From an optimization exercise on the open Yosys and OpenROAD flow, aimed at small area and a short achievable clock period; shortcuts taken in it are not production practice. Function was not checked in any run shown here: the RTL went through the layout flow alone. Power and IR drop assume default switching activity.

==> flow/design.v (outline; a module is shown in full before it is edited, if it fits) <==
// module top: 21 lines
// module roba_mid: 17 lines
// module roba_expx: 43 lines
// module roba_expy: 29 lines
// module roba_por: 20 lines
// module roba_in: 185 lines
// module roba_sha: 155 lines
// module roba_shb: 121 lines
// module roba_add: 223 lines
// module g_inv: 1 lines
// module g_nand2: 1 lines
// module g_nor2: 1 lines
// module g_xor2: 1 lines
// module g_xnor2: 1 lines
// module g_a21oi: 1 lines
// module g_o21ai: 1 lines
// module g_o22ai: 1 lines
// module g_nor3: 1 lines
// module g_nor4: 1 lines
// module g_and4: 1 lines
// module g_nand3: 1 lines
// module g_nand4: 1 lines
// module g_a22o: 1 lines
// module g_a31oi: 1 lines
// module g_a41oi: 1 lines
module top (
    input             clk,
    input      [15:0] x,
    input      [15:0] y,
    output reg [31:0] Q_p
);
  // ...
==> flow/flow/run.sh <==
#!/bin/bash
# Own layout flow: the standard ORFS flow with these changes:
#  - synthesis keeps the modules named in KEEP (flattened again at the end, as the standard flow's script
#    does) so that ABC maps each with a script of its own (ABC_PLAN: module:script pairs);
#  - ports get PORT_BUF buffers;
#  - timing repair aims SETUP_MARGIN ns below the clock period.
# Every tool's output goes to a log file in the work folder (and ORFS's own logs under orfs/logs).
set -euo pipefail
WORK=$(pwd)
FLOWDIR=$WORK/flow
source $FLOWDIR/settings.sh

cp config.mk my_config.mk
cat >> my_config.mk <<EOC
export SETUP_SLACK_MARGIN = ${SETUP_MARGIN}
export TNS_END_PERCENT = 100
export BUFFER_PORTS_ARGS = -buffer_cell ${PORT_BUF}
export SYNTH_KEEP_MODULES = ${KEEP:-}
EOC
[ -n "${EXTRA_MK:-}" ] && printf '%b\n' "$EXTRA_MK" >> my_config.mk

# synthesis script: the standard flow's, with abc run once per module of ABC_PLAN, each with its own script
{
  echo "proc abc {args} {"
  echo "  set i [lsearch -exact \$args -script]"
  echo "  foreach {mod scr} {${ABC_PLAN}} {"
  echo "    set a \$args"
  echo "    lset a [expr {\$i + 1}] $FLOWDIR/\$scr"
  echo "    yosys abc {*}\$a \$mod"
  echo "  }"
  echo "}"
  cat synth_recipe.tcl
} > my_synth.tcl

make -C "$FLOW_HOME" DESIGN_CONFIG=$WORK/my_config.mk WORK_HOME=$WORK/orfs CLKGATE_MAP_FILE= \
  SYNTH_SCRIPT=$WORK/my_synth.tcl finish > $WORK/make_finish.log 2>&1

RES=$WORK/orfs/results/$FLOW_PLATFORM/top/base
: # left out here: write the final layout as DEF
==> flow/flow/amap.abc <==
strash; dch -f; amap
==> flow/flow/exp.abc <==
strash; dch -f; map -D 900; topo; buffer -N 8; upsize -D 900; dnsize -D 900; stime -p
==> flow/flow/gate.abc <==
strash; map -a
==> flow/flow/settings.sh <==
SETUP_MARGIN=9.5
PORT_BUF=sky130_fd_sc_hd__buf_1
KEEP="roba_expx roba_expy g_inv g_nand2 g_nor2 g_nor3 g_o21ai g_o22ai g_xnor2 g_xor2 "
ABC_PLAN="roba_expx exp.abc roba_expy exp.abc g_* gate.abc top amap.abc"
EXTRA_MK='export ADDER_MAP_FILE =
export CTS_BUF_LIST = sky130_fd_sc_hd__clkbuf_8
export CTS_CLUSTER_SIZE = 32
export CTS_CLUSTER_DIAMETER = 60
export SKIP_GATE_CLONING = 1'
==> flow/standard.sh <==
#!/bin/bash
# synth_recipe.tcl (not shown) runs the flow's synth.tcl, then flattens the netlist and writes it again
# the make line also repeats each setting of config.mk as NAME=value (left out here)
make -C /OpenROAD-flow-scripts/flow DESIGN_CONFIG=/design/flow/config.mk WORK_HOME=/design/flow/orfs CLKGATE_MAP_FILE= SYNTH_SCRIPT=/design/flow/synth_recipe.tcl "${@:-finish}"
==> flow/config.mk <==
export PLATFORM = sky130hd
export DESIGN_NAME = top
export DESIGN_NICKNAME = top
export VERILOG_FILES = /design/flow/design.v
export SDC_FILE = /design/flow/constraint.sdc
export NUM_CORES = 8
export LEC_CHECK = 0
export CAP_MARGIN = 20
export CORE_MARGIN = 2
export CORE_UTILIZATION = 40
export SLEW_MARGIN = 20
==> flow/constraint.sdc <==
create_clock -name core_clock -period 14.0 [get_ports {clk}]
set_input_delay 2.8000 -clock core_clock [delete_from_list [all_inputs] [get_ports {clk}]]
set_output_delay 2.8000 -clock core_clock [all_outputs]
set_load 0.01 [all_outputs]
==> results.sh, run 1 <==
export IMPL_outcome="no timing/DRC/antenna violations"
export IMPL_pg_comb_uw=366
export IMPL_slew_viol_final=0
export IMPL_synth_top_family_by_area="compound AO/OA/AOI/OAI gates"
export IMPL_met3_usage_pct=2.03
export IMPL_yosys_area_top_type="dfxtp_1"
export IMPL_ys_flop_type="dfxtp_1"
export IMPL_finalHoldViolations=0
export IMPL_synth_compound_gate_area_share_pct=28.2
export IMPL_synth_edf_count=0
export IMPL_ys_types=37
export IMPL_rows=41
export IMPL_vias=5550
export IMPL_clkPwrFrac_pct=21.0
export IMPL_relSlewSlack_pct=32.7
export IMPL_p_sw_share_pct=39.8
export IMPL_highest_layer="met4"
export IMPL_dpl_cell_area_sq_um=5740
export IMPL_cp_required_ps=14200
export IMPL_clk_path_buf_depth=2
export IMPL_drive_gt1_share_pct=4.53
export IMPL_buffers=70
export IMPL_seq_cell_share_pct=21.9
export IMPL_min_to="Q_p[31]"
export IMPL_critical_path_class="input pin to flop"
export IMPL_syn_cell_area_sq_um=5260
export IMPL_setup_tns_ps=0
export IMPL_core_area_sq_um=12700
export IMPL_drv_cap=0
export IMPL_setup_ws_ps=10060
export IMPL_rsz0062_at_grt="no"
export IMPL_final_nets=867
export IMPL_layout_non_clock_inverters=50
export IMPL_crit_fanout=6
export IMPL_fillers=1362
export IMPL_grt_met1_usage_pct=25.5
export IMPL_multiInputGateArea_sq_um=3750
export IMPL_top_register="Q_p"
export IMPL_final_cell_mix="146 x o22ai_1, 120 x nor2_1, 110 x nand2_1"
export IMPL_route_met3_wl_um=634
==> module roba_add, before the edit <==
module roba_add (
    input  [30:0] a,
    input  [30:0] b,
    input         inv,
    output [30:0] s
);
  wire g_1, h_2, p_3, g_4, h_5, p_6, g_7, h_8, p_9, g_10, h_11, p_12, g_13, h_14, p_15, g_16, h_17, p_18, g_19, h_20, p_21, g_22, h_23, p_24, g_25, h_26, p_27, g_28, h_29, p_30, g_31, h_32, p_33, g_34, h_35, p_36, g_37, h_38, p_39, g_40, h_41, p_42, g_43, h_44, p_45, g_46, h_47, p_48, g_49, h_50, p_51, g_52, h_53, p_54, g_55, h_56, p_57, g_58, h_59, p_60, g_61, h_62, p_63, g_64, h_65, p_66, g_67, h_68, p_69, g_70, h_71, p_72, g_73, h_74, p_75, g_76, h_77, p_78, g_79, h_80, p_81, g_82, h_83, p_84, g_85, h_86, p_87, g_88, h_89, p_90, g_91, h_92, p_93, G_94, G_95, G_96, G_97, G_98, G_99, G_100, G_101, G_102, G_103, G_104, G_105, G_106, G_107, G_108, G_109, G_110, G_111, G_112, G_113, G_114, G_115, G_116, G_117, G_118, G_119, G_120, G_121, G_122, G_123, hs_124, hs_125, o_126, hs_127, o_128, hs_129, o_130, hs_131, o_132, hs_133, o_134, hs_135, o_136, hs_137, o_138, hs_139, o_140, hs_141, o_142, hs_143, o_144, hs_145, o_146, hs_147, o_148, hs_149, o_150, hs_151, o_152, hs_153, o_154, hs_155, o_156, hs_157, o_158, hs_159, o_160, hs_161, o_162, hs_163, o_164, hs_165, o_166, hs_167, o_168, hs_169, o_170, hs_171, o_172, hs_173, o_174, hs_175, o_176, hs_177, o_178, hs_179, o_180, hs_181, o_182, hs_183, o_184;
  g_nand2 u1 (a[0], b[0], g_1);
  g_xnor2 u2 (a[0], b[0], h_2);
  g_nor2 u3 (a[0], b[0], p_3);
  g_nand2 u4 (a[1], b[1], g_4);
  g_xnor2 u5 (a[1], b[1], h_5);
  g_nor2 u6 (a[1], b[1], p_6);
  g_nand2 u7 (a[2], b[2], g_7);
  g_xnor2 u8 (a[2], b[2], h_8);
  g_nor2 u9 (a[2], b[2], p_9);
  g_nand2 u10 (a[3], b[3], g_10);
  g_xnor2 u11 (a[3], b[3], h_11);
  g_nor2 u12 (a[3], b[3], p_12);
  g_nand2 u13 (a[4], b[4], g_13);
  g_xnor2 u14 (a[4], b[4], h_14);
  g_nor2 u15 (a[4], b[4], p_15);
  g_nand2 u16 (a[5], b[5], g_16);
  g_xnor2 u17 (a[5], b[5], h_17);
  g_nor2 u18 (a[5], b[5], p_18);
  g_nand2 u19 (a[6], b[6], g_19);
  g_xnor2 u20 (a[6], b[6], h_20);
  g_nor2 u21 (a[6], b[6], p_21);
  g_nand2 u22 (a[7], b[7], g_22);
  g_xnor2 u23 (a[7], b[7], h_23);
  g_nor2 u24 (a[7], b[7], p_24);
  g_nand2 u25 (a[8], b[8], g_25);
  g_xnor2 u26 (a[8], b[8], h_26);
  g_nor2 u27 (a[8], b[8], p_27);
  g_nand2 u28 (a[9], b[9], g_28);
  g_xnor2 u29 (a[9], b[9], h_29);
  g_nor2 u30 (a[9], b[9], p_30);
  g_nand2 u31 (a[10], b[10], g_31);
  g_xnor2 u32 (a[10], b[10], h_32);
  g_nor2 u33 (a[10], b[10], p_33);
  g_nand2 u34 (a[11], b[11], g_34);
  g_xnor2 u35 (a[11], b[11], h_35);
  g_nor2 u36 (a[11], b[11], p_36);
  g_nand2 u37 (a[12], b[12], g_37);
  g_xnor2 u38 (a[12], b[12], h_38);
  g_nor2 u39 (a[12], b[12], p_39);
  g_nand2 u40 (a[13], b[13], g_40);
  g_xnor2 u41 (a[13], b[13], h_41);
  g_nor2 u42 (a[13], b[13], p_42);
  g_nand2 u43 (a[14], b[14], g_43);
  g_xnor2 u44 (a[14], b[14], h_44);
  g_nor2 u45 (a[14], b[14], p_45);
  g_nand2 u46 (a[15], b[15], g_46);
  g_xnor2 u47 (a[15], b[15], h_47);
  g_nor2 u48 (a[15], b[15], p_48);
  g_nand2 u49 (a[16], b[16], g_49);
  g_xnor2 u50 (a[16], b[16], h_50);
  g_nor2 u51 (a[16], b[16], p_51);
  g_nand2 u52 (a[17], b[17], g_52);
  g_xnor2 u53 (a[17], b[17], h_53);
  g_nor2 u54 (a[17], b[17], p_54);
  g_nand2 u55 (a[18], b[18], g_55);
  g_xnor2 u56 (a[18], b[18], h_56);
  g_nor2 u57 (a[18], b[18], p_57);
  g_nand2 u58 (a[19], b[19], g_58);
  g_xnor2 u59 (a[19], b[19], h_59);
  g_nor2 u60 (a[19], b[19], p_60);
  g_nand2 u61 (a[20], b[20], g_61);
  g_xnor2 u62 (a[20], b[20], h_62);
  g_nor2 u63 (a[20], b[20], p_63);
  g_nand2 u64 (a[21], b[21], g_64);
  g_xnor2 u65 (a[21], b[21], h_65);
  g_nor2 u66 (a[21], b[21], p_66);
  g_nand2 u67 (a[22], b[22], g_67);
  g_xnor2 u68 (a[22], b[22], h_68);
  g_nor2 u69 (a[22], b[22], p_69);
  g_nand2 u70 (a[23], b[23], g_70);
  g_xnor2 u71 (a[23], b[23], h_71);
  g_nor2 u72 (a[23], b[23], p_72);
  g_nand2 u73 (a[24], b[24], g_73);
  g_xnor2 u74 (a[24], b[24], h_74);
  g_nor2 u75 (a[24], b[24], p_75);
  g_nand2 u76 (a[25], b[25], g_76);
  g_xnor2 u77 (a[25], b[25], h_77);
  g_nor2 u78 (a[25], b[25], p_78);
  g_nand2 u79 (a[26], b[26], g_79);
  g_xnor2 u80 (a[26], b[26], h_80);
  g_nor2 u81 (a[26], b[26], p_81);
  g_nand2 u82 (a[27], b[27], g_82);
  g_xnor2 u83 (a[27], b[27], h_83);
  g_nor2 u84 (a[27], b[27], p_84);
  g_nand2 u85 (a[28], b[28], g_85);
  g_xnor2 u86 (a[28], b[28], h_86);
  g_nor2 u87 (a[28], b[28], p_87);
  g_nand2 u88 (a[29], b[29], g_88);
  g_xnor2 u89 (a[29], b[29], h_89);
  g_nor2 u90 (a[29], b[29], p_90);
  g_nand2 u91 (a[30], b[30], g_91);
  g_xnor2 u92 (a[30], b[30], h_92);
  g_nor2 u93 (a[30], b[30], p_93);
  g_o21ai u94 (p_6, g_1, g_4, G_94);
  g_o21ai u95 (p_9, g_4, g_7, G_95);
  g_o21ai u96 (p_12, g_7, g_10, G_96);
  g_o21ai u97 (p_15, g_10, g_13, G_97);
  g_o21ai u98 (p_18, g_13, g_16, G_98);
  g_o21ai u99 (p_21, g_16, g_19, G_99);
  g_o21ai u100 (p_24, g_19, g_22, G_100);
  g_o21ai u101 (p_27, g_22, g_25, G_101);
  g_o21ai u102 (p_30, g_25, g_28, G_102);
  g_o21ai u103 (p_33, g_28, g_31, G_103);
  g_o21ai u104 (p_36, g_31, g_34, G_104);
  g_o21ai u105 (p_39, g_34, g_37, G_105);
  g_o21ai u106 (p_42, g_37, g_40, G_106);
  g_o21ai u107 (p_45, g_40, g_43, G_107);
  g_o21ai u108 (p_48, g_43, g_46, G_108);
  g_o21ai u109 (p_51, g_46, g_49, G_109);
  g_o21ai u110 (p_54, g_49, g_52, G_110);
  g_o21ai u111 (p_57, g_52, g_55, G_111);
  g_o21ai u112 (p_60, g_55, g_58, G_112);
  g_o21ai u113 (p_63, g_58, g_61, G_113);
  g_o21ai u114 (p_66, g_61, g_64, G_114);
  g_o21ai u115 (p_69, g_64, g_67, G_115);
  g_o21ai u116 (p_72, g_67, g_70, G_116);
  g_o21ai u117 (p_75, g_70, g_73, G_117);
  g_o21ai u118 (p_78, g_73, g_76, G_118);
  g_o21ai u119 (p_81, g_76, g_79, G_119);
  g_o21ai u120 (p_84, g_79, g_82, G_120);
  g_o21ai u121 (p_87, g_82, g_85, G_121);
  g_o21ai u122 (p_90, g_85, g_88, G_122);
  g_o21ai u123 (p_93, g_88, g_91, G_123);
  g_xnor2 u124 (h_2, inv, hs_124);
  g_xnor2 u125 (h_5, inv, hs_125);
  g_xnor2 u126 (hs_125, g_1, o_126);
  g_xnor2 u127 (h_8, inv, hs_127);
  g_xor2 u128 (hs_127, G_94, o_128);
  g_xnor2 u129 (h_11, inv, hs_129);
  g_xor2 u130 (hs_129, G_95, o_130);
  g_xnor2 u131 (h_14, inv, hs_131);
  g_xor2 u132 (hs_131, G_96, o_132);
  g_xnor2 u133 (h_17, inv, hs_133);
  g_xor2 u134 (hs_133, G_97, o_134);
  g_xnor2 u135 (h_20, inv, hs_135);
  g_xor2 u136 (hs_135, G_98, o_136);
  g_xnor2 u137 (h_23, inv, hs_137);
  g_xor2 u138 (hs_137, G_99, o_138);
  g_xnor2 u139 (h_26, inv, hs_139);
  g_xor2 u140 (hs_139, G_100, o_140);
  g_xnor2 u141 (h_29, inv, hs_141);
  g_xor2 u142 (hs_141, G_101, o_142);
  g_xnor2 u143 (h_32, inv, hs_143);
  g_xor2 u144 (hs_143, G_102, o_144);
  g_xnor2 u145 (h_35, inv, hs_145);
  g_xor2 u146 (hs_145, G_103, o_146);
  g_xnor2 u147 (h_38, inv, hs_147);
  g_xor2 u148 (hs_147, G_104, o_148);
  g_xnor2 u149 (h_41, inv, hs_149);
  g_xor2 u150 (hs_149, G_105, o_150);
  g_xnor2 u151 (h_44, inv, hs_151);
  g_xor2 u152 (hs_151, G_106, o_152);
  g_xnor2 u153 (h_47, inv, hs_153);
  g_xor2 u154 (hs_153, G_107, o_154);
  g_xnor2 u155 (h_50, inv, hs_155);
  g_xor2 u156 (hs_155, G_108, o_156);
  g_xnor2 u157 (h_53, inv, hs_157);
  g_xor2 u158 (hs_157, G_109, o_158);
  g_xnor2 u159 (h_56, inv, hs_159);
  g_xor2 u160 (hs_159, G_110, o_160);
  g_xnor2 u161 (h_59, inv, hs_161);
  g_xor2 u162 (hs_161, G_111, o_162);
  g_xnor2 u163 (h_62, inv, hs_163);
  g_xor2 u164 (hs_163, G_112, o_164);
  g_xnor2 u165 (h_65, inv, hs_165);
  g_xor2 u166 (hs_165, G_113, o_166);
  g_xnor2 u167 (h_68, inv, hs_167);
  g_xor2 u168 (hs_167, G_114, o_168);
  g_xnor2 u169 (h_71, inv, hs_169);
  g_xor2 u170 (hs_169, G_115, o_170);
  g_xnor2 u171 (h_74, inv, hs_171);
  g_xor2 u172 (hs_171, G_116, o_172);
  g_xnor2 u173 (h_77, inv, hs_173);
  g_xor2 u174 (hs_173, G_117, o_174);
  g_xnor2 u175 (h_80, inv, hs_175);
  g_xor2 u176 (hs_175, G_118, o_176);
  g_xnor2 u177 (h_83, inv, hs_177);
  g_xor2 u178 (hs_177, G_119, o_178);
  g_xnor2 u179 (h_86, inv, hs_179);
  g_xor2 u180 (hs_179, G_120, o_180);
  g_xnor2 u181 (h_89, inv, hs_181);
  g_xor2 u182 (hs_181, G_121, o_182);
  g_xnor2 u183 (h_92, inv, hs_183);
  g_xor2 u184 (hs_183, G_122, o_184);
  assign s[0] = hs_124;
  assign s[1] = o_126;
  assign s[2] = o_128;
  assign s[3] = o_130;
  assign s[4] = o_132;
  assign s[5] = o_134;
  assign s[6] = o_136;
  assign s[7] = o_138;
  assign s[8] = o_140;
  assign s[9] = o_142;
  assign s[10] = o_144;
  assign s[11] = o_146;
  assign s[12] = o_148;
  assign s[13] = o_150;
  assign s[14] = o_152;
  assign s[15] = o_154;
  assign s[16] = o_156;
  assign s[17] = o_158;
  assign s[18] = o_160;
  assign s[19] = o_162;
  assign s[20] = o_164;
  assign s[21] = o_166;
  assign s[22] = o_168;
  assign s[23] = o_170;
  assign s[24] = o_172;
  assign s[25] = o_174;
  assign s[26] = o_176;
  assign s[27] = o_178;
  assign s[28] = o_180;
  assign s[29] = o_182;
  assign s[30] = o_184;
endmodule
==> run 2, diff against run 1 <==
--- a/flow/design.v
+++ b/flow/design.v
@@ -597,5 +597,5 @@
     output [30:0] s
 );
-  wire g_1, h_2, p_3, g_4, h_5, p_6, g_7, h_8, p_9, g_10, h_11, p_12, g_13, h_14, p_15, g_16, h_17, p_18, g_19, h_20, p_21, g_22, h_23, p_24, g_25, h_26, p_27, g_28, h_29, p_30, g_31, h_32, p_33, g_34, h_35, p_36, g_37, h_38, p_39, g_40, h_41, p_42, g_43, h_44, p_45, g_46, h_47, p_48, g_49, h_50, p_51, g_52, h_53, p_54, g_55, h_56, p_57, g_58, h_59, p_60, g_61, h_62, p_63, g_64, h_65, p_66, g_67, h_68, p_69, g_70, h_71, p_72, g_73, h_74, p_75, g_76, h_77, p_78, g_79, h_80, p_81, g_82, h_83, p_84, g_85, h_86, p_87, g_88, h_89, p_90, g_91, h_92, p_93, G_94, G_95, G_96, G_97, G_98, G_99, G_100, G_101, G_102, G_103, G_104, G_105, G_106, G_107, G_108, G_109, G_110, G_111, G_112, G_113, G_114, G_115, G_116, G_117, G_118, G_119, G_120, G_121, G_122, G_123, hs_124, hs_125, o_126, hs_127, o_128, hs_129, o_130, hs_131, o_132, hs_133, o_134, hs_135, o_136, hs_137, o_138, hs_139, o_140, hs_141, o_142, hs_143, o_144, hs_145, o_146, hs_147, o_148, hs_149, o_150, hs_151, o_152, hs_153, o_154, hs_155, o_156, hs_157, o_158, hs_159, o_160, hs_161, o_162, hs_163, o_164, hs_165, o_166, hs_167, o_168, hs_169, o_170, hs_171, o_172, hs_173, o_174, hs_175, o_176, hs_177, o_178, hs_179, o_180, hs_181, o_182, hs_183, o_184;
+  wire g_1, h_2, p_3, g_4, h_5, p_6, g_7, h_8, p_9, g_10, h_11, p_12, g_13, h_14, p_15, g_16, h_17, p_18, g_19, h_20, p_21, g_22, h_23, p_24, g_25, h_26, p_27, g_28, h_29, p_30, g_31, h_32, p_33, g_34, h_35, p_36, g_37, h_38, p_39, g_40, h_41, p_42, g_43, h_44, p_45, g_46, h_47, p_48, g_49, h_50, p_51, g_52, h_53, p_54, g_55, h_56, p_57, g_58, h_59, p_60, g_61, h_62, p_63, g_64, h_65, p_66, g_67, h_68, p_69, g_70, h_71, p_72, g_73, h_74, p_75, g_76, h_77, p_78, g_79, h_80, p_81, g_82, h_83, p_84, g_85, h_86, p_87, g_88, h_89, p_90, g_91, h_92, p_93, G_94, G_95, P_96, G_97, P_98, G_99, P_100, G_101, P_102, G_103, P_104, G_105, P_106, G_107, P_108, G_109, P_110, G_111, P_112, G_113, P_114, G_115, P_116, G_117, P_118, G_119, P_120, G_121, P_122, G_123, P_124, G_125, P_126, G_127, P_128, G_129, P_130, G_131, P_132, G_133, P_134, G_135, P_136, G_137, P_138, G_139, P_140, G_141, P_142, G_143, P_144, G_145, P_146, G_147, P_148, G_149, P_150, G_151, P_152, i_153, G_154, G_155, G_156, P_157, G_158, P_159, G_160, P_161, G_162, P_163, G_164, P_165, G_166, P_167, G_168, P_169, G_170, P_171, G_172, P_173, G_174, P_175, G_176, P_177, G_178, P_179, G_180, P_181, G_182, P_183, G_184, P_185, G_186, P_187, G_188, P_189, G_190, P_191, G_192, P_193, G_194, P_195, G_196, P_197, G_198, P_199, G_200, P_201, G_202, P_203, G_204, P_205, G_206, P_207, G_208, P_209, G_210, i_211, G_212, G_213, G_214, G_215, P_216, G_217, P_218, G_219, P_220, G_221, P_222, G_223, P_224, G_225, P_226, G_227, P_228, G_229, P_230, G_231, P_232, G_233, P_234, G_235, P_236, G_237, P_238, G_239, P_240, G_241, P_242, G_243, P_244, G_245, P_246, G_247, P_248, G_249, P_250, G_251, P_252, G_253, P_254, G_255, P_256, G_257, P_258, G_259, P_260, G_261, G_262, i_263, G_264, i_265, G_266, G_267, G_268, G_269, G_270, G_271, P_272, G_273, P_274, G_275, P_276, G_277, P_278, G_279, P_280, G_281, P_282, G_283, P_284, G_285, P_286, G_287, P_288, G_289, P_290, G_291, P_292, G_293, P_294, G_295, P_296, G_297, P_298, G_299, P_300, G_301, G_302, G_303, G_304, i_305, G_306, i_307, G_308, i_309, G_310, i_311, G_312, G_313, G_314, G_315, G_316, G_317, G_318, G_319, hs_320, hs_321, o_322, hs_323, o_324, hs_325, o_326, hs_327, o_328, hs_329, o_330, hs_331, o_332, hs_333, o_334, hs_335, o_336, hs_337, o_338, hs_339, o_340, hs_341, o_342, hs_343, o_344, hs_345, o_346, hs_347, o_348, hs_349, o_350, hs_351, o_352, hs_353, o_354, hs_355, o_356, hs_357, o_358, hs_359, o_360, hs_361, o_362, hs_363, o_364, hs_365, o_366, hs_367, o_368, hs_369, o_370, hs_371, o_372, hs_373, o_374, hs_375, o_376, hs_377, o_378, hs_379, o_380;
   g_nand2 u1 (a[0], b[0], g_1);
   g_xnor2 u2 (a[0], b[0], h_2);
@@ -693,124 +693,320 @@
   g_o21ai u94 (p_6, g_1, g_4, G_94);
   g_o21ai u95 (p_9, g_4, g_7, G_95);
-  g_o21ai u96 (p_12, g_7, g_10, G_96);
-  g_o21ai u97 (p_15, g_10, g_13, G_97);
-  g_o21ai u98 (p_18, g_13, g_16, G_98);
-  g_o21ai u99 (p_21, g_16, g_19, G_99);
-  g_o21ai u100 (p_24, g_19, g_22, G_100);
-  g_o21ai u101 (p_27, g_22, g_25, G_101);
-  g_o21ai u102 (p_30, g_25, g_28, G_102);
-  g_o21ai u103 (p_33, g_28, g_31, G_103);
-  g_o21ai u104 (p_36, g_31, g_34, G_104);
-  g_o21ai u105 (p_39, g_34, g_37, G_105);
-  g_o21ai u106 (p_42, g_37, g_40, G_106);
-  g_o21ai u107 (p_45, g_40, g_43, G_107);
-  g_o21ai u108 (p_48, g_43, g_46, G_108);
-  g_o21ai u109 (p_51, g_46, g_49, G_109);
-  g_o21ai u110 (p_54, g_49, g_52, G_110);
-  g_o21ai u111 (p_57, g_52, g_55, G_111);
-  g_o21ai u112 (p_60, g_55, g_58, G_112);
-  g_o21ai u113 (p_63, g_58, g_61, G_113);
-  g_o21ai u114 (p_66, g_61, g_64, G_114);
-  g_o21ai u115 (p_69, g_64, g_67, G_115);
-  g_o21ai u116 (p_72, g_67, g_70, G_116);
-  g_o21ai u117 (p_75, g_70, g_73, G_117);
-  g_o21ai u118 (p_78, g_73, g_76, G_118);
-  g_o21ai u119 (p_81, g_76, g_79, G_119);
-  g_o21ai u120 (p_84, g_79, g_82, G_120);
-  g_o21ai u121 (p_87, g_82, g_85, G_121);
-  g_o21ai u122 (p_90, g_85, g_88, G_122);
-  g_o21ai u123 (p_93, g_88, g_91, G_123);
-  g_xnor2 u124 (h_2, inv, hs_124);
-  g_xnor2 u125 (h_5, inv, hs_125);
-  g_xnor2 u126 (hs_125, g_1, o_126);
-  g_xnor2 u127 (h_8, inv, hs_127);
-  g_xor2 u128 (hs_127, G_94, o_128);
-  g_xnor2 u129 (h_11, inv, hs_129);
-  g_xor2 u130 (hs_129, G_95, o_130);
-  g_xnor2 u131 (h_14, inv, hs_131);
-  g_xor2 u132 (hs_131, G_96, o_132);
-  g_xnor2 u133 (h_17, inv, hs_133);
-  g_xor2 u134 (hs_133, G_97, o_134);
-  g_xnor2 u135 (h_20, inv, hs_135);
-  g_xor2 u136 (hs_135, G_98, o_136);
-  g_xnor2 u137 (h_23, inv, hs_137);
-  g_xor2 u138 (hs_137, G_99, o_138);
-  g_xnor2 u139 (h_26, inv, hs_139);
-  g_xor2 u140 (hs_139, G_100, o_140);
-  g_xnor2 u141 (h_29, inv, hs_141);
-  g_xor2 u142 (hs_141, G_101, o_142);
-  g_xnor2 u143 (h_32, inv, hs_143);
-  g_xor2 u144 (hs_143, G_102, o_144);
-  g_xnor2 u145 (h_35, inv, hs_145);
-  g_xor2 u146 (hs_145, G_103, o_146);
-  g_xnor2 u147 (h_38, inv, hs_147);
-  g_xor2 u148 (hs_147, G_104, o_148);
-  g_xnor2 u149 (h_41, inv, hs_149);
-  g_xor2 u150 (hs_149, G_105, o_150);
-  g_xnor2 u151 (h_44, inv, hs_151);
-  g_xor2 u152 (hs_151, G_106, o_152);
-  g_xnor2 u153 (h_47, inv, hs_153);
-  g_xor2 u154 (hs_153, G_107, o_154);
-  g_xnor2 u155 (h_50, inv, hs_155);
-  g_xor2 u156 (hs_155, G_108, o_156);
-  g_xnor2 u157 (h_53, inv, hs_157);
-  g_xor2 u158 (hs_157, G_109, o_158);
-  g_xnor2 u159 (h_56, inv, hs_159);
-  g_xor2 u160 (hs_159, G_110, o_160);
-  g_xnor2 u161 (h_59, inv, hs_161);
-  g_xor2 u162 (hs_161, G_111, o_162);
-  g_xnor2 u163 (h_62, inv, hs_163);
-  g_xor2 u164 (hs_163, G_112, o_164);
-  g_xnor2 u165 (h_65, inv, hs_165);
-  g_xor2 u166 (hs_165, G_113, o_166);
-  g_xnor2 u167 (h_68, inv, hs_167);
-  g_xor2 u168 (hs_167, G_114, o_168);
-  g_xnor2 u169 (h_71, inv, hs_169);
-  g_xor2 u170 (hs_169, G_115, o_170);
-  g_xnor2 u171 (h_74, inv, hs_171);
-  g_xor2 u172 (hs_171, G_116, o_172);
-  g_xnor2 u173 (h_77, inv, hs_173);
-  g_xor2 u174 (hs_173, G_117, o_174);
-  g_xnor2 u175 (h_80, inv, hs_175);
-  g_xor2 u176 (hs_175, G_118, o_176);
-  g_xnor2 u177 (h_83, inv, hs_177);
-  g_xor2 u178 (hs_177, G_119, o_178);
-  g_xnor2 u179 (h_86, inv, hs_179);
-  g_xor2 u180 (hs_179, G_120, o_180);
-  g_xnor2 u181 (h_89, inv, hs_181);
-  g_xor2 u182 (hs_181, G_121, o_182);
-  g_xnor2 u183 (h_92, inv, hs_183);
-  g_xor2 u184 (hs_183, G_122, o_184);
-  assign s[0] = hs_124;
-  assign s[1] = o_126;
-  assign s[2] = o_128;
-  assign s[3] = o_130;
-  assign s[4] = o_132;
-  assign s[5] = o_134;
-  assign s[6] = o_136;
-  assign s[7] = o_138;
-  assign s[8] = o_140;
-  assign s[9] = o_142;
-  assign s[10] = o_144;
-  assign s[11] = o_146;
-  assign s[12] = o_148;
-  assign s[13] = o_150;
-  assign s[14] = o_152;
-  assign s[15] = o_154;
-  assign s[16] = o_156;
-  assign s[17] = o_158;
-  assign s[18] = o_160;
-  assign s[19] = o_162;
-  assign s[20] = o_164;
-  assign s[21] = o_166;
-  assign s[22] = o_168;
-  assign s[23] = o_170;
-  assign s[24] = o_172;
-  assign s[25] = o_174;
-  assign s[26] = o_176;
-  assign s[27] = o_178;
-  assign s[28] = o_180;
-  assign s[29] = o_182;
-  assign s[30] = o_184;
+  g_nor2 u96 (p_9, p_6, P_96);
+  g_o21ai u97 (p_12, g_7, g_10, G_97);
+  g_nor2 u98 (p_12, p_9, P_98);
+  g_o21ai u99 (p_15, g_10, g_13, G_99);
+  g_nor2 u100 (p_15, p_12, P_100);
+  g_o21ai u101 (p_18, g_13, g_16, G_101);
+  g_nor2 u102 (p_18, p_15, P_102);
+  g_o21ai u103 (p_21, g_16, g_19, G_103);
+  g_nor2 u104 (p_21, p_18, P_104);
+  g_o21ai u105 (p_24, g_19, g_22, G_105);
+  g_nor2 u106 (p_24, p_21, P_106);
+  g_o21ai u107 (p_27, g_22, g_25, G_107);
+  g_nor2 u108 (p_27, p_24, P_108);
+  g_o21ai u109 (p_30, g_25, g_28, G_109);
+  g_nor2 u110 (p_30, p_27, P_110);
+  g_o21ai u111 (p_33, g_28, g_31, G_111);
+  g_nor2 u112 (p_33, p_30, P_112);
+  g_o21ai u113 (p_36, g_31, g_34, G_113);
+  g_nor2 u114 (p_36, p_33, P_114);
+  g_o21ai u115 (p_39, g_34, g_37, G_115);
+  g_nor2 u116 (p_39, p_36, P_116);
+  g_o21ai u117 (p_42, g_37, g_40, G_117);
+  g_nor2 u118 (p_42, p_39, P_118);
+  g_o21ai u119 (p_45, g_40, g_43, G_119);
+  g_nor2 u120 (p_45, p_42, P_120);
+  g_o21ai u121 (p_48, g_43, g_46, G_121);
+  g_nor2 u122 (p_48, p_45, P_122);
+  g_o21ai u123 (p_51, g_46, g_49, G_123);
+  g_nor2 u124 (p_51, p_48, P_124);
+  g_o21ai u125 (p_54, g_49, g_52, G_125);
+  g_nor2 u126 (p_54, p_51, P_126);
+  g_o21ai u127 (p_57, g_52, g_55, G_127);
+  g_nor2 u128 (p_57, p_54, P_128);
+  g_o21ai u129 (p_60, g_55, g_58, G_129);
+  g_nor2 u130 (p_60, p_57, P_130);
+  g_o21ai u131 (p_63, g_58, g_61, G_131);
+  g_nor2 u132 (p_63, p_60, P_132);
+  g_o21ai u133 (p_66, g_61, g_64, G_133);
+  g_nor2 u134 (p_66, p_63, P_134);
+  g_o21ai u135 (p_69, g_64, g_67, G_135);
+  g_nor2 u136 (p_69, p_66, P_136);
+  g_o21ai u137 (p_72, g_67, g_70, G_137);
+  g_nor2 u138 (p_72, p_69, P_138);
+  g_o21ai u139 (p_75, g_70, g_73, G_139);
+  g_nor2 u140 (p_75, p_72, P_140);
+  g_o21ai u141 (p_78, g_73, g_76, G_141);
+  g_nor2 u142 (p_78, p_75, P_142);
+  g_o21ai u143 (p_81, g_76, g_79, G_143);
+  g_nor2 u144 (p_81, p_78, P_144);
+  g_o21ai u145 (p_84, g_79, g_82, G_145);
+  g_nor2 u146 (p_84, p_81, P_146);
+  g_o21ai u147 (p_87, g_82, g_85, G_147);
+  g_nor2 u148 (p_87, p_84, P_148);
+  g_o21ai u149 (p_90, g_85, g_88, G_149);
+  g_nor2 u150 (p_90, p_87, P_150);
+  g_o21ai u151 (p_93, g_88, g_91, G_151);
+  g_nor2 u152 (p_93, p_90, P_152);
+  g_inv u153 (g_1, i_153);
+  g_a21oi u154 (P_96, i_153, G_95, G_154);
+  g_a21oi u155 (P_98, G_94, G_97, G_155);
+  g_a21oi u156 (P_100, G_95, G_99, G_156);
+  g_nand2 u157 (P_100, P_96, P_157);
+  g_a21oi u158 (P_102, G_97, G_101, G_158);
+  g_nand2 u159 (P_102, P_98, P_159);
+  g_a21oi u160 (P_104, G_99, G_103, G_160);
+  g_nand2 u161 (P_104, P_100, P_161);
+  g_a21oi u162 (P_106, G_101, G_105, G_162);
+  g_nand2 u163 (P_106, P_102, P_163);
+  g_a21oi u164 (P_108, G_103, G_107, G_164);
+  g_nand2 u165 (P_108, P_104, P_165);
+  g_a21oi u166 (P_110, G_105, G_109, G_166);
+  g_nand2 u167 (P_110, P_106, P_167);
+  g_a21oi u168 (P_112, G_107, G_111, G_168);
+  g_nand2 u169 (P_112, P_108, P_169);
+  g_a21oi u170 (P_114, G_109, G_113, G_170);
+  g_nand2 u171 (P_114, P_110, P_171);
+  g_a21oi u172 (P_116, G_111, G_115, G_172);
+  g_nand2 u173 (P_116, P_112, P_173);
+  g_a21oi u174 (P_118, G_113, G_117, G_174);
+  g_nand2 u175 (P_118, P_114, P_175);
+  g_a21oi u176 (P_120, G_115, G_119, G_176);
+  g_nand2 u177 (P_120, P_116, P_177);
+  g_a21oi u178 (P_122, G_117, G_121, G_178);
+  g_nand2 u179 (P_122, P_118, P_179);
+  g_a21oi u180 (P_124, G_119, G_123, G_180);
+  g_nand2 u181 (P_124, P_120, P_181);
+  g_a21oi u182 (P_126, G_121, G_125, G_182);
+  g_nand2 u183 (P_126, P_122, P_183);
+  g_a21oi u184 (P_128, G_123, G_127, G_184);
+  g_nand2 u185 (P_128, P_124, P_185);
+  g_a21oi u186 (P_130, G_125, G_129, G_186);
+  g_nand2 u187 (P_130, P_126, P_187);
+  g_a21oi u188 (P_132, G_127, G_131, G_188);
+  g_nand2 u189 (P_132, P_128, P_189);
+  g_a21oi u190 (P_134, G_129, G_133, G_190);
+  g_nand2 u191 (P_134, P_130, P_191);
+  g_a21oi u192 (P_136, G_131, G_135, G_192);
+  g_nand2 u193 (P_136, P_132, P_193);
+  g_a21oi u194 (P_138, G_133, G_137, G_194);
+  g_nand2 u195 (P_138, P_134, P_195);
+  g_a21oi u196 (P_140, G_135, G_139, G_196);
+  g_nand2 u197 (P_140, P_136, P_197);
+  g_a21oi u198 (P_142, G_137, G_141, G_198);
+  g_nand2 u199 (P_142, P_138, P_199);
+  g_a21oi u200 (P_144, G_139, G_143, G_200);
+  g_nand2 u201 (P_144, P_140, P_201);
+  g_a21oi u202 (P_146, G_141, G_145, G_202);
+  g_nand2 u203 (P_146, P_142, P_203);
+  g_a21oi u204 (P_148, G_143, G_147, G_204);
+  g_nand2 u205 (P_148, P_144, P_205);
+  g_a21oi u206 (P_150, G_145, G_149, G_206);
+  g_nand2 u207 (P_150, P_146, P_207);
+  g_a21oi u208 (P_152, G_147, G_151, G_208);
+  g_nand2 u209 (P_152, P_148, P_209);
+  g_o21ai u210 (P_157, g_1, G_156, G_210);
+  g_inv u211 (G_94, i_211);
+  g_o21ai u212 (P_159, i_211, G_158, G_212);
+  g_o21ai u213 (P_161, G_154, G_160, G_213);
+  g_o21ai u214 (P_163, G_155, G_162, G_214);
+  g_o21ai u215 (P_165, G_156, G_164, G_215);
+  g_nor2 u216 (P_165, P_157, P_216);
+  g_o21ai u217 (P_167, G_158, G_166, G_217);
+  g_nor2 u218 (P_167, P_159, P_218);
+  g_o21ai u219 (P_169, G_160, G_168, G_219);
+  g_nor2 u220 (P_169, P_161, P_220);
+  g_o21ai u221 (P_171, G_162, G_170, G_221);
+  g_nor2 u222 (P_171, P_163, P_222);
+  g_o21ai u223 (P_173, G_164, G_172, G_223);
+  g_nor2 u224 (P_173, P_165, P_224);
+  g_o21ai u225 (P_175, G_166, G_174, G_225);
+  g_nor2 u226 (P_175, P_167, P_226);
+  g_o21ai u227 (P_177, G_168, G_176, G_227);
+  g_nor2 u228 (P_177, P_169, P_228);
+  g_o21ai u229 (P_179, G_170, G_178, G_229);
+  g_nor2 u230 (P_179, P_171, P_230);
+  g_o21ai u231 (P_181, G_172, G_180, G_231);
+  g_nor2 u232 (P_181, P_173, P_232);
+  g_o21ai u233 (P_183, G_174, G_182, G_233);
+  g_nor2 u234 (P_183, P_175, P_234);
+  g_o21ai u235 (P_185, G_176, G_184, G_235);
+  g_nor2 u236 (P_185, P_177, P_236);
+  g_o21ai u237 (P_187, G_178, G_186, G_237);
+  g_nor2 u238 (P_187, P_179, P_238);
+  g_o21ai u239 (P_189, G_180, G_188, G_239);
+  g_nor2 u240 (P_189, P_181, P_240);
+  g_o21ai u241 (P_191, G_182, G_190, G_241);
+  g_nor2 u242 (P_191, P_183, P_242);
+  g_o21ai u243 (P_193, G_184, G_192, G_243);
+  g_nor2 u244 (P_193, P_185, P_244);
+  g_o21ai u245 (P_195, G_186, G_194, G_245);
+  g_nor2 u246 (P_195, P_187, P_246);
+  g_o21ai u247 (P_197, G_188, G_196, G_247);
+  g_nor2 u248 (P_197, P_189, P_248);
+  g_o21ai u249 (P_199, G_190, G_198, G_249);
+  g_nor2 u250 (P_199, P_191, P_250);
+  g_o21ai u251 (P_201, G_192, G_200, G_251);
+  g_nor2 u252 (P_201, P_193, P_252);
+  g_o21ai u253 (P_203, G_194, G_202, G_253);
+  g_nor2 u254 (P_203, P_195, P_254);
+  g_o21ai u255 (P_205, G_196, G_204, G_255);
+  g_nor2 u256 (P_205, P_197, P_256);
+  g_o21ai u257 (P_207, G_198, G_206, G_257);
+  g_nor2 u258 (P_207, P_199, P_258);
+  g_o21ai u259 (P_209, G_200, G_208, G_259);
+  g_nor2 u260 (P_209, P_201, P_260);
+  g_a21oi u261 (P_216, i_153, G_215, G_261);
+  g_a21oi u262 (P_218, G_94, G_217, G_262);
+  g_inv u263 (G_154, i_263);
+  g_a21oi u264 (P_220, i_263, G_219, G_264);
+  g_inv u265 (G_155, i_265);
+  g_a21oi u266 (P_222, i_265, G_221, G_266);
+  g_a21oi u267 (P_224, G_210, G_223, G_267);
+  g_a21oi u268 (P_226, G_212, G_225, G_268);
+  g_a21oi u269 (P_228, G_213, G_227, G_269);
+  g_a21oi u270 (P_230, G_214, G_229, G_270);
+  g_a21oi u271 (P_232, G_215, G_231, G_271);
+  g_nand2 u272 (P_232, P_216, P_272);
+  g_a21oi u273 (P_234, G_217, G_233, G_273);
+  g_nand2 u274 (P_234, P_218, P_274);
+  g_a21oi u275 (P_236, G_219, G_235, G_275);
+  g_nand2 u276 (P_236, P_220, P_276);
+  g_a21oi u277 (P_238, G_221, G_237, G_277);
+  g_nand2 u278 (P_238, P_222, P_278);
+  g_a21oi u279 (P_240, G_223, G_239, G_279);
+  g_nand2 u280 (P_240, P_224, P_280);
+  g_a21oi u281 (P_242, G_225, G_241, G_281);
+  g_nand2 u282 (P_242, P_226, P_282);
+  g_a21oi u283 (P_244, G_227, G_243, G_283);
+  g_nand2 u284 (P_244, P_228, P_284);
+  g_a21oi u285 (P_246, G_229, G_245, G_285);
+  g_nand2 u286 (P_246, P_230, P_286);
+  g_a21oi u287 (P_248, G_231, G_247, G_287);
+  g_nand2 u288 (P_248, P_232, P_288);
+  g_a21oi u289 (P_250, G_233, G_249, G_289);
+  g_nand2 u290 (P_250, P_234, P_290);
+  g_a21oi u291 (P_252, G_235, G_251, G_291);
+  g_nand2 u292 (P_252, P_236, P_292);
+  g_a21oi u293 (P_254, G_237, G_253, G_293);
+  g_nand2 u294 (P_254, P_238, P_294);
+  g_a21oi u295 (P_256, G_239, G_255, G_295);
+  g_nand2 u296 (P_256, P_240, P_296);
+  g_a21oi u297 (P_258, G_241, G_257, G_297);
+  g_nand2 u298 (P_258, P_242, P_298);
+  g_a21oi u299 (P_260, G_243, G_259, G_299);
+  g_nand2 u300 (P_260, P_244, P_300);
+  g_o21ai u301 (P_272, g_1, G_271, G_301);
+  g_o21ai u302 (P_274, i_211, G_273, G_302);
+  g_o21ai u303 (P_276, G_154, G_275, G_303);
+  g_o21ai u304 (P_278, G_155, G_277, G_304);
+  g_inv u305 (G_210, i_305);
+  g_o21ai u306 (P_280, i_305, G_279, G_306);
+  g_inv u307 (G_212, i_307);
+  g_o21ai u308 (P_282, i_307, G_281, G_308);
+  g_inv u309 (G_213, i_309);
+  g_o21ai u310 (P_284, i_309, G_283, G_310);
+  g_inv u311 (G_214, i_311);
+  g_o21ai u312 (P_286, i_311, G_285, G_312);
+  g_o21ai u313 (P_288, G_261, G_287, G_313);
+  g_o21ai u314 (P_290, G_262, G_289, G_314);
+  g_o21ai u315 (P_292, G_264, G_291, G_315);
+  g_o21ai u316 (P_294, G_266, G_293, G_316);
+  g_o21ai u317 (P_296, G_267, G_295, G_317);
+  g_o21ai u318 (P_298, G_268, G_297, G_318);
+  g_o21ai u319 (P_300, G_269, G_299, G_319);
+  g_xnor2 u320 (h_2, inv, hs_320);
+  g_xnor2 u321 (h_5, inv, hs_321);
+  g_xnor2 u322 (hs_321, g_1, o_322);
+  g_xnor2 u323 (h_8, inv, hs_323);
+  g_xor2 u324 (hs_323, G_94, o_324);
+  g_xnor2 u325 (h_11, inv, hs_325);
+  g_xnor2 u326 (hs_325, G_154, o_326);
+  g_xnor2 u327 (h_14, inv, hs_327);
+  g_xnor2 u328 (hs_327, G_155, o_328);
+  g_xnor2 u329 (h_17, inv, hs_329);
+  g_xor2 u330 (hs_329, G_210, o_330);
+  g_xnor2 u331 (h_20, inv, hs_331);
+  g_xor2 u332 (hs_331, G_212, o_332);
+  g_xnor2 u333 (h_23, inv, hs_333);
+  g_xor2 u334 (hs_333, G_213, o_334);
+  g_xnor2 u335 (h_26, inv, hs_335);
+  g_xor2 u336 (hs_335, G_214, o_336);
+  g_xnor2 u337 (h_29, inv, hs_337);
+  g_xnor2 u338 (hs_337, G_261, o_338);
+  g_xnor2 u339 (h_32, inv, hs_339);
+  g_xnor2 u340 (hs_339, G_262, o_340);
+  g_xnor2 u341 (h_35, inv, hs_341);
+  g_xnor2 u342 (hs_341, G_264, o_342);
+  g_xnor2 u343 (h_38, inv, hs_343);
+  g_xnor2 u344 (hs_343, G_266, o_344);
+  g_xnor2 u345 (h_41, inv, hs_345);
+  g_xnor2 u346 (hs_345, G_267, o_346);
+  g_xnor2 u347 (h_44, inv, hs_347);
+  g_xnor2 u348 (hs_347, G_268, o_348);
+  g_xnor2 u349 (h_47, inv, hs_349);
+  g_xnor2 u350 (hs_349, G_269, o_350);
+  g_xnor2 u351 (h_50, inv, hs_351);
+  g_xnor2 u352 (hs_351, G_270, o_352);
+  g_xnor2 u353 (h_53, inv, hs_353);
+  g_xor2 u354 (hs_353, G_301, o_354);
+  g_xnor2 u355 (h_56, inv, hs_355);
+  g_xor2 u356 (hs_355, G_302, o_356);
+  g_xnor2 u357 (h_59, inv, hs_357);
+  g_xor2 u358 (hs_357, G_303, o_358);
+  g_xnor2 u359 (h_62, inv, hs_359);
+  g_xor2 u360 (hs_359, G_304, o_360);
+  g_xnor2 u361 (h_65, inv, hs_361);
+  g_xor2 u362 (hs_361, G_306, o_362);
+  g_xnor2 u363 (h_68, inv, hs_363);
+  g_xor2 u364 (hs_363, G_308, o_364);
+  g_xnor2 u365 (h_71, inv, hs_365);
+  g_xor2 u366 (hs_365, G_310, o_366);
+  g_xnor2 u367 (h_74, inv, hs_367);
+  g_xor2 u368 (hs_367, G_312, o_368);
+  g_xnor2 u369 (h_77, inv, hs_369);
+  g_xor2 u370 (hs_369, G_313, o_370);
+  g_xnor2 u371 (h_80, inv, hs_371);
+  g_xor2 u372 (hs_371, G_314, o_372);
+  g_xnor2 u373 (h_83, inv, hs_373);
+  g_xor2 u374 (hs_373, G_315, o_374);
+  g_xnor2 u375 (h_86, inv, hs_375);
+  g_xor2 u376 (hs_375, G_316, o_376);
+  g_xnor2 u377 (h_89, inv, hs_377);
+  g_xor2 u378 (hs_377, G_317, o_378);
+  g_xnor2 u379 (h_92, inv, hs_379);
+  g_xor2 u380 (hs_379, G_318, o_380);
+  assign s[0] = hs_320;
+  assign s[1] = o_322;
+  assign s[2] = o_324;
+  assign s[3] = o_326;
+  assign s[4] = o_328;
+  assign s[5] = o_330;
+  assign s[6] = o_332;
+  assign s[7] = o_334;
+  assign s[8] = o_336;
+  assign s[9] = o_338;
+  assign s[10] = o_340;
+  assign s[11] = o_342;
+  assign s[12] = o_344;
+  assign s[13] = o_346;
+  assign s[14] = o_348;
+  assign s[15] = o_350;
+  assign s[16] = o_352;
+  assign s[17] = o_354;
+  assign s[18] = o_356;
+  assign s[19] = o_358;
+  assign s[20] = o_360;
+  assign s[21] = o_362;
+  assign s[22] = o_364;
+  assign s[23] = o_366;
+  assign s[24] = o_368;
+  assign s[25] = o_370;
+  assign s[26] = o_372;
+  assign s[27] = o_374;
+  assign s[28] = o_376;
+  assign s[29] = o_378;
+  assign s[30] = o_380;
 endmodule
 module g_inv   (input a, output y);                   assign y = ~a;                      endmodule
==> flow/flow/settings.sh (replaced) <==
SETUP_MARGIN=9.5
PORT_BUF=sky130_fd_sc_hd__buf_1
KEEP="roba_expx roba_expy g_a21oi g_inv g_nand2 g_nor2 g_nor3 g_o21ai g_o22ai g_xnor2 g_xor2 "
ABC_PLAN="roba_expx exp.abc roba_expy exp.abc g_* gate.abc top amap.abc"
EXTRA_MK='export ADDER_MAP_FILE =
export CTS_BUF_LIST = sky130_fd_sc_hd__clkbuf_8
export CTS_CLUSTER_SIZE = 32
export CTS_CLUSTER_DIAMETER = 60
export SKIP_GATE_CLONING = 1'
==> run 2 against run 1 <==
  * Worst hold slack improved by 27 ps
  * Global-route usage is 3.6 points higher
  * Combinational power rose by 42%
  * Utilization is 0.86 points lower
  * Clock skew is 1.7 ps higher
  * Design area up 16%
  * First-iteration DRC count rose by 35%
  * Clock power is 19% higher
  * Via count up 23%
  * Sequential share of layout area fell by 3.0 points
  * Largest power group unchanged
  * Highest routed layer unchanged
==> results.sh, run 2 <==
export IMPL_synth_area_leaders="dfxtp_1 21%, o22ai_1 15%, xnor2_1 13%, nor2_1 10%, nand2_1 9.3%"
export IMPL_seq_power_share_pct=26.9
export IMPL_cts_sinks=65
export IMPL_critPathLaunchType="flop"
export IMPL_finalHoldViolations=0
export IMPL_clkPwrFrac_pct=20.2
export IMPL_drive_gt1_share_pct=5.26
export IMPL_slowest_delay_ps=370
export IMPL_internal_power_uw=548
export IMPL_largest_register_ffs=32
export IMPL_final_cell_mix="170 x nor2_1, 148 x nand2_1, 144 x o22ai_1"
export IMPL_end_kind="flop"
export IMPL_syn_cell_area_sq_um=6080
export IMPL_setup_viol=0
export IMPL_grt_pass1_vias=6015
export IMPL_relSlewSlack_pct=33.4
export IMPL_root_buffer="clkbuf_8"
export IMPL_outcome="no timing/DRC/antenna violations"
export IMPL_async_flop_share_pct=0
export IMPL_wl_per_cell_um=15.2
export IMPL_htree_levels=3
export IMPL_fmax_ghz=0.237
export IMPL_period_needed_ps=4220
export IMPL_cp_required_ps=14300
export IMPL_grt_pass1_wl_um=29500
export IMPL_ys_flop_type="dfxtp_1"
export IMPL_die_w_um=127
export IMPL_clock_latency_ps=380
export IMPL_synth_most_common_cell="nor2_1"
export IMPL_synth_common_cells="170 x nor2_1, 150 x nand2_1, 146 x o22ai_1, 93 x o21ai_0, 88 x xnor2_1"
export IMPL_hold_class="flop to flop"
export IMPL_gp_congestion=0.985
export IMPL_fillers=1625
export IMPL_path_delay_family="compound AO/OA/AOI/OAI gates"
export IMPL_pwr_share_comb_pct=53.0
export IMPL_synth_top_area_share_pct=21.4
export IMPL_yosysWarningCount=2
export IMPL_dpl_hpwl_um=15200
export IMPL_dp_cells=1198
export IMPL_io_buffers=64
export IMPL_finalInstanceArea_sq_um=6900
export IMPL_seq_area_frac_synth_pct=21.4
export IMPL_core_area_sq_um=15000
export IMPL_crit_fanout=13
export IMPL_drc=0
export IMPL_slowest_stage="dfxtp_1"
export IMPL_clk_path_buf_depth=2
export IMPL_vias=6812
export IMPL_final_cells=1215
export IMPL_cts_tree="done"
export IMPL_synth_edf_count=0
export IMPL_period_share_pct=30.1
export IMPL_die_h_um=127
export IMPL_power_uw=983
export IMPL_syn_avg_cell_area_sq_um=6.43
export IMPL_wirelength_um=18500
export IMPL_power_density_nw_per_um2=142
export IMPL_tightest_slew_ps=999
export IMPL_cts_buffers_inserted=9
export IMPL_area_growth_pct=13.5
export IMPL_path_cells="nor2_4 > nand2_2 > inv_4 > nand2_4 > inv_2 > o2111ai_2 > a41oi_1 > buf_4 > clkinv_1 > o22ai_1 > o22ai_1 > o22ai_1 > nor2_1 > nor2_1 > nand2_1 > nor2_1 > nand2_1 > o21ai_0 > xor2_1"
export IMPL_power_net_switching_uw=434
export IMPL_vdd_drop_max_mv=0.0492
export IMPL_final_common_cell="nor2_1"
export IMPL_worst_path_buf_inv=4
export IMPL_drt_pass1_iter_count=6
export IMPL_antenna_found_initial=0
export IMPL_synthCells=945
export IMPL_setup_tns_ps=0
export IMPL_yosys_area_top_type="dfxtp_1"
export IMPL_ant_nets=0
export IMPL_final_nets=1056
export IMPL_slew_viol_final=0
export IMPL_rsz0062_at_grt="yes"
export IMPL_worstPathArrival_ps=4520
export IMPL_dpl_cell_area_sq_um=6580
export IMPL_io_pins=65
export IMPL_p_leak_nw=2.28
export IMPL_synth_seq_cells=65
export IMPL_whs_ps=821
export IMPL_top_regs="Q_p (32), ax_r (16), ay_r (16)"
export IMPL_top_register="Q_p"
export IMPL_avgViaCountPerCell=5.61
export IMPL_overflow=0
export IMPL_initial_core_util_pct=40.4
export IMPL_ys_types=37
export IMPL_p_sw_share_pct=44.2
export IMPL_path_clk_slew_ps=90
export IMPL_grt_max_degree=33
export IMPL_grtUsageTotal_pct=22.8
export IMPL_rows=45
export IMPL_drt_initial_drc_count=581
export IMPL_drv_cap=0
export IMPL_skew_ps=20.1
export IMPL_diodes=0
export IMPL_critical_path_class="flop to flop"
export IMPL_dieArea_sq_um=16200
run 2: cell count changes in the layout (fill, tap and decap cells not counted), moves of 4 or more:
cell,before,now
a21oi_1,18,67
nand2_1,110,148
xnor2_1,78,88
o21ai_0,51,85
clkinvlp_4,0,4
xor2_1,45,35
nor2_1,120,170
run 2: logic make-up (layout without fill, tap and decap cells):
family	after synthesis	count (layout)	share of synthesized area, %
and+or+nand+nor	365	365	25.1
DFF	65	65	21.4
xor gates and xnor gates	123	123	17.7
AOI/OAI and AO/OA	330	330	31.8
buffers and inverters	62	144	4.01
run 2: routing by layer:
metal | GRT usage (%) | wire, um | up-vias
met1 | 29.3 | 8530 | 3001
met4 | 11.6 | 731 | 0
li1 | - | - | 3529
met3 | 3.14 | 912 | 47
met2 | 37.5 | 8330 | 235
met5 | 0 | 0 | -
run 2: cell type report:
type,count,area (sq um),area share (%)
Multi-Input combinational cell,818,4600,66.6
Sequential cell,65,1300,18.9
Timing Repair Buffer,71,293,4.24
Inverter,58,241,3.50
Tap cell,188,235,3.41
Clock buffer,9,124,1.80
Clock inverter,6,108,1.56
run 2: timing repair:
action | CTS | global route
setup endpoints to repair | 27 | 23
setup buffers | 1 | 1
pin swaps | 1 | 1
resized for setup | 11 | 14
hold buffers | 0 | 0
endpoints found under the hold margin | 0 | 0
run 2: worst paths after layout:
path	from	endpoint	slack (ps)	cells past startpoint
max reg2reg	ax_r[15]	Q_p[22]	9780	19
max	ax_r[15]	Q_p[22]	9780	19
min	s_r	Q_p[31]	820	0
min reg2reg	s_r	Q_p[31]	820	0
run 2: metrics by stage:
stage | utilization [%] | worst slack (ps)
3_5_place_dp | 43.8 | 8560
6_report | 45.9 | 9780
4_1_cts | 45.6 | 9540
2_1_floorplan | - | 9550
5_1_grt | 45.9 | 9470
3_3_place_gp | 43.8 | 8600
run 2: worst reg2reg max path: stages, from the launching register on:
cell       delay [ps]
dfxtp_1           370
nor2_4            160
nand2_2           120
inv_4              90
nand2_4            90
inv_2             120
o2111ai_2         330
a41oi_1           360
buf_4             260
clkinv_1          280
o22ai_1           250
o22ai_1           140
o22ai_1           360
nor2_1            140
nor2_1            220
nand2_1           110
nor2_1            210
nand2_1            80
o21ai_0           290
xor2_1            170
run 2: per-module statistics from Yosys (local to each module, per instance), a selection:
module | copies in the design | cell area, sq um | flip-flops and latches
roba_expx | 1 | 609 | 0
g_a21oi | 50 | 5.00 | 0
g_o21ai | 69 | 5.00 | 0
g_nor2 | 155 | 3.75 | 0
g_nand2 | 133 | 3.75 | 0
g_o22ai | 146 | 6.26 | 0
top | 1 | 1470 | 65
g_xnor2 | 88 | 8.76 | 0
g_xor2 | 35 | 8.76 | 0
g_nor3 | 1 | 5.00 | 0
roba_expy | 1 | 199 | 0
run 2: power by group through the flow:
stage | registers, mW | logic [mW] | clock network (mW)
detailed placement | 0.269 | 0.512 | 0
finish | 0.264 | 0.521 | 0.198
global route | 0.270 | 0.580 | 0.208
global placement | 0.268 | 0.512 | 0
CTS | 0.264 | 0.515 | 0.202
floorplan | 0.283 | 0.361 | 0
==> run 3, diff against run 2 <==
--- a/flow/flow/run.sh
+++ b/flow/flow/run.sh
@@ -27,4 +27,5 @@
   echo "    set a \$args"
   echo "    lset a [expr {\$i + 1}] $FLOWDIR/\$scr"
+  echo "    if {[string match roba_exp* \$mod]} { foreach c {${EXP_DU:-}} { lappend a -dont_use \$c } }"
   echo "    yosys abc {*}\$a \$mod"
   echo "  }"
--- a/flow/flow/settings.sh
+++ b/flow/flow/settings.sh
@@ -1,3 +1,3 @@
-SETUP_MARGIN=9.5
+SETUP_MARGIN=10
 PORT_BUF=sky130_fd_sc_hd__buf_1
 KEEP="roba_expx roba_expy g_a21oi g_inv g_nand2 g_nor2 g_nor3 g_o21ai g_o22ai g_xnor2 g_xor2 "
@@ -7,3 +7,5 @@
 export CTS_CLUSTER_SIZE = 32
 export CTS_CLUSTER_DIAMETER = 60
-export SKIP_GATE_CLONING = 1'
+export SKIP_GATE_CLONING = 1
+export REMOVE_ABC_BUFFERS = 1'
+EXP_DU="sky130_fd_sc_hd__nor4_* sky130_fd_sc_hd__nor3_* sky130_fd_sc_hd__or4_* sky130_fd_sc_hd__or3_* sky130_fd_sc_hd__a211oi_* sky130_fd_sc_hd__a2111oi_* sky130_fd_sc_hd__o2111ai_* sky130_fd_sc_hd__a311oi_* sky130_fd_sc_hd__o311ai_* sky130_fd_sc_hd__a41oi_* sky130_fd_sc_hd__o41ai_* sky130_fd_sc_hd__nor4b_* sky130_fd_sc_hd__nor3b_* sky130_fd_sc_hd__or2_* sky130_fd_sc_hd__and4_* sky130_fd_sc_hd__a221oi_* sky130_fd_sc_hd__o221ai_*"
==> run 3 against run 2 <==
  * Wire length rose by 6.2%
  * Sequential power hardly changed
  * Die area fell by 0.38%
  * Via count grew 3.0%
==> results.sh, run 3 <==
export IMPL_fillers=1482
export IMPL_tightest_slew_ps=1010
export IMPL_die_h_um=127
export IMPL_hold_class="flop to flop"
export IMPL_wirelength_um=19700
export IMPL_vias=7018
export IMPL_clock_latency_ps=370
export IMPL_path_cells="nor2_4 > nand3_4 > inv_2 > nand4_4 > nor2_2 > nand2_1 > a22oi_1 > nand3_4 > clkinv_4 > nand2_1 > o22ai_1 > nor2_1 > nor2_1 > nand2_1 > nor2_1 > a21oi_2 > o21ai_0 > xor2_1"
export IMPL_cts_tree="done"
export IMPL_internal_power_uw=572
export IMPL_die_w_um=127
export IMPL_area_growth_pct=27.3
export IMPL_synth_area_leaders="dfxtp_1 21%, o22ai_1 15%, xnor2_1 13%, nor2_1 11%, nand2_1 9.4%"
export IMPL_drv_cap=0
export IMPL_setup_viol=0
export IMPL_drt_initial_drc_count=533
export IMPL_initial_core_util_pct=41.3
export IMPL_drc=0
export IMPL_slowest_stage="dfxtp_1"
export IMPL_dpl_hpwl_um=15000
export IMPL_p_leak_nw=2.56
export IMPL_dp_cells=1198
export IMPL_finalHoldViolations=0
export IMPL_cts_hold_fix_buffers=0
export IMPL_grt_pass1_vias=5956
export IMPL_slew_viol_final=0
export IMPL_seq_power_share_pct=25.4
export IMPL_path_clk_slew_ps=70
export IMPL_core_area_sq_um=14600
export IMPL_path_delay_family="simple AND/OR/NAND/NOR gates"
export IMPL_skew_ps=9.53
export IMPL_rsz0062_at_grt="yes"
export IMPL_top_register="Q_p"
export IMPL_synth_top_family_by_area="compound AO/OA/AOI/OAI gates"
export IMPL_seq_area_frac_synth_pct=21.5
export IMPL_final_cell_mix="151 x nand2_1, 131 x nor2_1, 88 x xnor2_1"
export IMPL_end_kind="flop"
export IMPL_ys_types=34
export IMPL_synth_compound_gate_area_share_pct=31.6
export IMPL_diodes=0
export IMPL_vdd_drop_max_mv=0.0483
export IMPL_synth_simple_area_share_pct=25.2
export IMPL_cts_sinks=65
export IMPL_critPathLaunchType="flop"
export IMPL_clkPwrFrac_pct=17.3
export IMPL_cts_buffers_inserted=9
export IMPL_final_common_cell="nand2_1"
export IMPL_grt_pass1_wl_um=29300
export IMPL_overflow=0
export IMPL_largest_register_ffs=32
export IMPL_multiInputGateArea_sq_um=5300
export IMPL_period_share_pct=27.3
export IMPL_htree_levels=3
export IMPL_yosysWarningCount=2
export IMPL_synth_common_cells="175 x nor2_1, 152 x nand2_1, 146 x o22ai_1, 98 x o21ai_0, 88 x xnor2_1"
export IMPL_antenna_found_initial=0
export IMPL_top_regs="Q_p (32), ax_r (16), ay_r (16)"
export IMPL_syn_avg_cell_area_sq_um=6.38
export IMPL_async_flop_share_pct=0
export IMPL_grt_max_degree=33
export IMPL_io_buffers=64
export IMPL_drt_pass1_iter_count=5
export IMPL_synthMuxAreaShare_pct=0
export IMPL_ys_flop_type="dfxtp_1"
export IMPL_p_sw_share_pct=44.8
export IMPL_cp_required_ps=14300
export IMPL_synth_edf_count=0
export IMPL_wl_per_cell_um=16.0
export IMPL_syn_cell_area_sq_um=6050
export IMPL_critical_path_class="flop to flop"
export IMPL_period_needed_ps=3820
export IMPL_final_cells=1227
export IMPL_drive_gt1_share_pct=19.4
export IMPL_io_pins=65
export IMPL_seqCellArea_sq_um=1300
export IMPL_worstPathArrival_ps=4120
export IMPL_outcome="no timing/DRC/antenna violations"
export IMPL_avgViaCountPerCell=5.72
export IMPL_root_buffer="clkbuf_8"
export IMPL_worst_path_buf_inv=2
export IMPL_grtUsageTotal_pct=22.7
export IMPL_clk_path_buf_depth=2
export IMPL_synth_seq_cells=65
export IMPL_synth_top_area_share_pct=21.5
export IMPL_synthCells=949
export IMPL_slowest_delay_ps=370
export IMPL_ant_nets=0
export IMPL_gp_congestion=0.999
export IMPL_power_net_switching_uw=465
export IMPL_final_nets=1071
export IMPL_dieArea_sq_um=16100
export IMPL_fmax_ghz=0.262
export IMPL_power_density_nw_per_um2=134
export IMPL_synthAdderAreaFrac_pct=0
export IMPL_setup_tns_ps=0
export IMPL_yosys_area_top_type="dfxtp_1"
export IMPL_synth_most_common_cell="nor2_1"
export IMPL_crit_fanout=28
export IMPL_rows=44
export IMPL_pwr_share_comb_pct=57.3
export IMPL_relSlewSlack_pct=32.8
export IMPL_synth_xor_area_share_pct=17.8
==> run 3: cell count changes after synthesis, sizes merged, moves of 3 or more <==
| cell | delta |
|---|---|
| o21ai | +4 |
| a21oi | -4 |
| and3 | +3 |
| nor2 | +7 |
| a41oi | -11 |
| nor3 | -6 |
| o2111ai | -3 |
| a31oi | +12 |
==> run 3: cell families after synthesis <==
family,Yosys count
flip-flops,65
AO/OA/AOI/OAI,332
XOR/XNOR,123
AND/OR/NAND/NOR,369
buffers and inverters,60
==> run 3: path summary, 6_finish.rpt <==
check / cells after the start / startpoint / slack (ps) / to
min: 0 / s_r / 850 / Q_p[31]
max: 18 / ax_r[14] / 10180 / Q_p[25]
max reg2reg: 18 / ax_r[14] / 10180 / Q_p[25]
min reg2reg: 0 / s_r / 850 / Q_p[31]
==> run 3: power by group through the flow <==
| stage | clock (mW) | combinational, mW | sequential, mW |
|---|---|---|---|
| after detailed placement | 0 | 0.509 | 0.268 |
| after global routing | 0.194 | 0.647 | 0.269 |
| after CTS | 0.184 | 0.518 | 0.263 |
| final | 0.179 | 0.594 | 0.263 |
| after global placement | 0 | 0.510 | 0.267 |
| after floorplan | 0 | 0.361 | 0.282 |
==> run 3: what timing repair did <==
| item | in CTS | in global routing |
|---|---|---|
| resized for setup | 32 | 182 |
| pin swaps | 3 | 6 |
| endpoints found under the setup margin | 30 | 31 |
| buffers inserted | 4 | 9 |
| cloned | 0 | 0 |
==> run 3: Yosys stat by module, one instance, submodules excluded, excerpt <==
module	cells inside	cell area [sq um]	flops+latches
top	91	1470	65
g_nand2	1	3.75	0
roba_expx	102	581	0
g_o22ai	1	6.26	0
g_a21oi	1	5.00	0
g_nor3	1	5.00	0
g_xor2	1	8.76	0
g_xnor2	1	8.76	0
roba_expy	44	204	0
g_o21ai	1	5.00	0
g_inv	1	3.75	0
==> run 3: metrics by stage <==
stage / util, % / hold slack [ps] / area (sq um) / setup WS [ps] / total power [mW]
after floorplan: - / 878 / 6030 / 8190 / 0.643
after detailed placement: 44.7 / 859 / 6540 / 8640 / 0.777
after global routing: 52.6 / 897 / 7710 / 9930 / 1.11
final: 52.6 / 851 / 7710 / 10180 / 1.04
after global placement: 44.7 / 852 / 6540 / 8550 / 0.777
after CTS: 47.0 / 866 / 6880 / 10030 / 0.966
==> run 3: area by class of cell <==
cell class              instances  share of cell area, %
multi-input cells             824                   68.8
well taps                     184                   2.99
flip-flops and latches         65                   16.9
repair buffers                 81                   5.29
clock buffers                  10                   1.79
clock inverters                 6                   1.07
inverters                      57                   3.16
==> run 3: metal layers <==
layer	vias to the layer above	GRT usage, %	wire length, um
met1	3154	28.6	8550
met4	0	12.2	1030
met5	-	0	0
met3	68	3.43	1010
met2	251	37.5	9080
li1	3545	-	-

[afterwards: timing with drivers on the ports]
How much do the figures lean on ideal ports? The routed layouts below were timed once more, with nothing changed but the port constraints.
Step 1, drivers: a clkbuf_16 drives clk and a buf_2 each remaining input, both assumed.
Step 2 also shifts input and output timing later by t, the mid clock arrival at the registers, as if the neighbouring blocks saw the same clock.
Slacks: ideal ports / drivers / drivers and shift; pairs: ideal ports / drivers.
| run | shift t [ns] | setup WS [ns] | worst hold slack (ns) | clock arrival spread, ns |
|---|---|---|---|---|
| run 1 | 0.381 | 10.057 / 10.070 / 9.690 | 0.795 / 0.795 / 0.795 | 0.019 / 0.019 |
| run 2 | 0.410 | 9.782 / 9.782 / 9.653 | 0.821 / 0.821 / 0.821 | 0.020 / 0.020 |
| run 3 | 0.400 | 10.176 / 10.176 / 9.807 | 0.851 / 0.851 / 0.851 | 0.009 / 0.009 |
After both steps every run listed still meets setup and hold. The setup slack of run 3, which loses most, moves by 0.000 ns with the drivers and by -0.369 ns with both steps.
